Source: an optimization exercise on an open RTL-to-GDS flow (aim: small area, a short achievable clock period and few clock cycles). Production flows keep margins and buffers that such runs may drop. RTL that was checked went through simulation tests only; none was proved equivalent to the original. Power is estimated from default activity; no workload was simulated.

== trial 33 ==
// control
module control #(
  parameter W = 16,
  parameter N = 3
) (
  input  wire                         i_clk,
  input  wire                         i_rst,
  input  wire                         i_en,
  input  wire                         i_mode,
  input  wire [    W * N * N - 1 : 0] i_A,
  input  wire [    W * N * N - 1 : 0] i_B,
  output wire [    W * N * N - 1 : 0] o_C,
  output wire                         o_done
);
For scale: roughly 3800 cells after synthesis, about 440 I/O pins, roughly 31000 um^2 of cells after synthesis.
==> module control, before the edit <==
module control #(
  parameter W = 16,
  parameter N = 3
) (
  input  wire                         i_clk,
  input  wire                         i_rst,
  input  wire                         i_en,
  input  wire                         i_mode,
  input  wire [    W * N * N - 1 : 0] i_A,
  input  wire [    W * N * N - 1 : 0] i_B,
  output wire [    W * N * N - 1 : 0] o_C,
  output wire                         o_done
);
  localparam [3:0] LAST = 4'd11;
  reg [3:0] cnt;
  reg       done;
  always @(posedge i_clk) begin
    if (i_rst | ~i_en) begin
      cnt  <= 4'd0;
      done <= 1'b0;
    end else begin
      if (cnt != LAST) cnt <= cnt + 4'd1;
      done <= (cnt >= LAST - 4'd1);
    end
  end
  assign o_done = done;
  reg mode;
  always @(posedge i_clk) mode <= i_mode;
  reg [15:0] a_op;
  reg [15:0] b_op0, b_op1, b_op2;
  always @(posedge i_clk) begin
    case (cnt)
      4'd0: a_op <= i_A[0*16 +: 16];
      4'd1: a_op <= i_A[1*16 +: 16];
      4'd2: a_op <= i_A[2*16 +: 16];
      4'd3: a_op <= i_A[3*16 +: 16];
      4'd4: a_op <= i_A[4*16 +: 16];
      4'd5: a_op <= i_A[5*16 +: 16];
      4'd6: a_op <= i_A[6*16 +: 16];
      4'd7: a_op <= i_A[7*16 +: 16];
      default: a_op <= i_A[8*16 +: 16];
    endcase
    if (cnt < 4'd3) begin
      b_op0 <= i_B[0*16 +: 16]; b_op1 <= i_B[1*16 +: 16]; b_op2 <= i_B[2*16 +: 16];
    end else if (cnt < 4'd6) begin
      b_op0 <= i_B[3*16 +: 16]; b_op1 <= i_B[4*16 +: 16]; b_op2 <= i_B[5*16 +: 16];
    end else begin
      b_op0 <= i_B[6*16 +: 16]; b_op1 <= i_B[7*16 +: 16]; b_op2 <= i_B[8*16 +: 16];
    end
  end
  reg clr;
  always @(posedge i_clk) clr <= (cnt <= 4'd2);
  wire [47:0] c0, c1, c2;
  mac_lane lane0(.clk(i_clk), .mode(mode), .clr(clr), .a(a_op), .b(b_op0), .r0(c0[32 +: 16]), .r1(c0[16 +: 16]), .r2(c0[0 +: 16]));
  mac_lane lane1(.clk(i_clk), .mode(mode), .clr(clr), .a(a_op), .b(b_op1), .r0(c1[32 +: 16]), .r1(c1[16 +: 16]), .r2(c1[0 +: 16]));
  mac_lane lane2(.clk(i_clk), .mode(mode), .clr(clr), .a(a_op), .b(b_op2), .r0(c2[32 +: 16]), .r1(c2[16 +: 16]), .r2(c2[0 +: 16]));
  assign o_C[0*16 +: 16] = c0[0 +: 16];
  assign o_C[1*16 +: 16] = c1[0 +: 16];
  assign o_C[2*16 +: 16] = c2[0 +: 16];
  assign o_C[3*16 +: 16] = c0[16 +: 16];
  assign o_C[4*16 +: 16] = c1[16 +: 16];
  assign o_C[5*16 +: 16] = c2[16 +: 16];
  assign o_C[6*16 +: 16] = c0[32 +: 16];
  assign o_C[7*16 +: 16] = c1[32 +: 16];
  assign o_C[8*16 +: 16] = c2[32 +: 16];
endmodule
==> module mac_lane, before the edit <==
module mac_lane (
  input  wire        clk,
  input  wire        mode,
  input  wire        clr,
  input  wire [15:0] a,
  input  wire [15:0] b,
  output reg  [15:0] r0,
  output reg  [15:0] r1,
  output reg  [15:0] r2
);
  wire [15:0] p;
  fmul u_mul(.mode(mode), .a(a), .b(b), .c(p));
  reg [15:0] p_q;
  always @(posedge clk) p_q <= p;
  wire [15:0] sum;
  fadd u_add(.mode(mode), .x(p_q), .y(r2), .c(sum));
  always @(posedge clk) begin
    r0 <= sum;
    r1 <= r0;
    r2 <= clr ? 16'h0000 : r1;
  end
endmodule
Settings: LEC_CHECK=0, CAP_MARGIN=20, CORE_MARGIN=2, CORE_UTILIZATION=40, SLEW_MARGIN=20; clock period 32.0 ns.
standard.sh (not shown) runs the stock make flow with config.mk's settings and CLKGATE_MAP_FILE= SYNTH_SCRIPT=/design/flow/synth_recipe.tcl, a recipe that flattens the netlist after the stock synthesis.
==> flow/flow/run.sh <==
#!/bin/bash
# The standard flow, with plain buffers (buf_1) on the ports, and timing
# repair asked to leave 24.5 ns of setup slack
bash standard.sh BUFFER_PORTS_ARGS="-buffer_cell sky130_fd_sc_hd__buf_1" SETUP_SLACK_MARGIN=24.5 finish > standard.log 2>&1
Testbench counts of trial 33, summed over its fixed seeds: cycles 38,400.
Changes in build 78 relative to trial 33:
==> flow/design.v, changed modules only <==
module control #(
  parameter W = 16,
  parameter N = 3
) (
  input  wire                         i_clk,
  input  wire                         i_rst,
  input  wire                         i_en,
  input  wire                         i_mode,
  input  wire [    W * N * N - 1 : 0] i_A,
  input  wire [    W * N * N - 1 : 0] i_B,
  output wire [    W * N * N - 1 : 0] o_C,
  output wire                         o_done
);
  localparam [3:0] LAST = 4'd11;
  reg [3:0] cnt;
  reg       done;
  always @(posedge i_clk) begin
    if (i_rst | ~i_en) begin
      cnt  <= 4'd0;
      done <= 1'b0;
    end else begin
      if (cnt != LAST) cnt <= cnt + 4'd1;
      done <= (cnt >= LAST - 4'd1);
    end
  end
  assign o_done = done;
  reg mode;
  always @(posedge i_clk) mode <= i_mode;
  reg [15:0] a_op;
  reg [15:0] b_op0, b_op1, b_op2;
  always @(posedge i_clk) begin
    case (cnt)
      4'd0: a_op <= i_A[0*16 +: 16];
      4'd1: a_op <= i_A[1*16 +: 16];
      4'd2: a_op <= i_A[2*16 +: 16];
      4'd3: a_op <= i_A[3*16 +: 16];
      4'd4: a_op <= i_A[4*16 +: 16];
      4'd5: a_op <= i_A[5*16 +: 16];
      4'd6: a_op <= i_A[6*16 +: 16];
      4'd7: a_op <= i_A[7*16 +: 16];
      default: a_op <= i_A[8*16 +: 16];
    endcase
    if (cnt < 4'd3) begin
      b_op0 <= i_B[0*16 +: 16]; b_op1 <= i_B[1*16 +: 16]; b_op2 <= i_B[2*16 +: 16];
    end else if (cnt < 4'd6) begin
      b_op0 <= i_B[3*16 +: 16]; b_op1 <= i_B[4*16 +: 16]; b_op2 <= i_B[5*16 +: 16];
    end else begin
      b_op0 <= i_B[6*16 +: 16]; b_op1 <= i_B[7*16 +: 16]; b_op2 <= i_B[8*16 +: 16];
    end
  end
  reg clr;
  always @(posedge i_clk) clr <= (cnt <= 4'd2);
  wire [47:0] c0, c1, c2;
  mac_lane lane0(.clk(i_clk), .mode(mode), .clr(clr), .a(a_op), .b(b_op0), .r0(c0[32 +: 16]), .r1(c0[16 +: 16]), .ro(c0[0 +: 16]));
  mac_lane lane1(.clk(i_clk), .mode(mode), .clr(clr), .a(a_op), .b(b_op1), .r0(c1[32 +: 16]), .r1(c1[16 +: 16]), .ro(c1[0 +: 16]));
  mac_lane lane2(.clk(i_clk), .mode(mode), .clr(clr), .a(a_op), .b(b_op2), .r0(c2[32 +: 16]), .r1(c2[16 +: 16]), .ro(c2[0 +: 16]));
  assign o_C[0*16 +: 16] = c0[0 +: 16];
  assign o_C[1*16 +: 16] = c1[0 +: 16];
  assign o_C[2*16 +: 16] = c2[0 +: 16];
  assign o_C[3*16 +: 16] = c0[16 +: 16];
  assign o_C[4*16 +: 16] = c1[16 +: 16];
  assign o_C[5*16 +: 16] = c2[16 +: 16];
  assign o_C[6*16 +: 16] = c0[32 +: 16];
  assign o_C[7*16 +: 16] = c1[32 +: 16];
  assign o_C[8*16 +: 16] = c2[32 +: 16];
endmodule
module mac_lane (
  input  wire        clk,
  input  wire        mode,
  input  wire        clr,
  input  wire [15:0] a,
  input  wire [15:0] b,
  output reg  [15:0] r0,
  output reg  [15:0] r1,
  output reg  [15:0] ro
);
  wire [15:0] p;
  fmul u_mul(.mode(mode), .a(a), .b(b), .c(p));
  reg [15:0] p_q;
  always @(posedge clk) p_q <= p;
  wire [15:0] sum;
  fadd u_add(.mode(mode), .x(p_q), .y(r2), .c(sum));
  reg [15:0] r2;
  always @(posedge clk) begin
    r0 <= sum;
    r1 <= r0;
    r2 <= clr ? 16'h0000 : r1;
    ro <= r1;
  end
endmodule
[summary]
- Side by side, worst slew margin relative to its limit turned out higher in build 78 than in trial 33.
- Taking trial 33 as the reference, in build 78 number of global-route vias before repair now larger; count of fill cells added during filler insertion +618; fraction of power consumed by the clock network went up by 1.7 points; net count of the mapped netlist up about 3.6%.
- Relative to trial 33, the estimated wirelength of the detail-placed design measured on build 78 has increased by a little under 10%.
Function not checked in build 78: the RTL went through the layout flow alone.

[static timing again, ports no longer ideal]
How much do the figures lean on ideal ports? The routed layouts below were timed once more, with nothing changed but the port constraints.
Step 1, drivers: a clkbuf_16 drives i_clk and a buf_2 each remaining input, both assumed.
Step 2 adds t to the input delays and takes it off the output delays; t is the mean of the earliest and latest rising clock arrival at the registers after step 1. Input paths then give back, and output paths get back, about the clock's delay inside the block.
Three values: no drivers, after step 1, after step 2; two values: the first two.
run	t (ns)	slack for setup (ns)	worst setup path after step 2	slew at the worst register clock pin (ns)	pins driven straight from the clock port
trial 33	0.670	24.403 / 24.343 / 24.565	input to register	0.07 / 0.07	1
build 78	0.629	24.516 / 24.453 / 24.649	input to register	0.07 / 0.07	1
After both steps setup and hold are still met in every run listed.
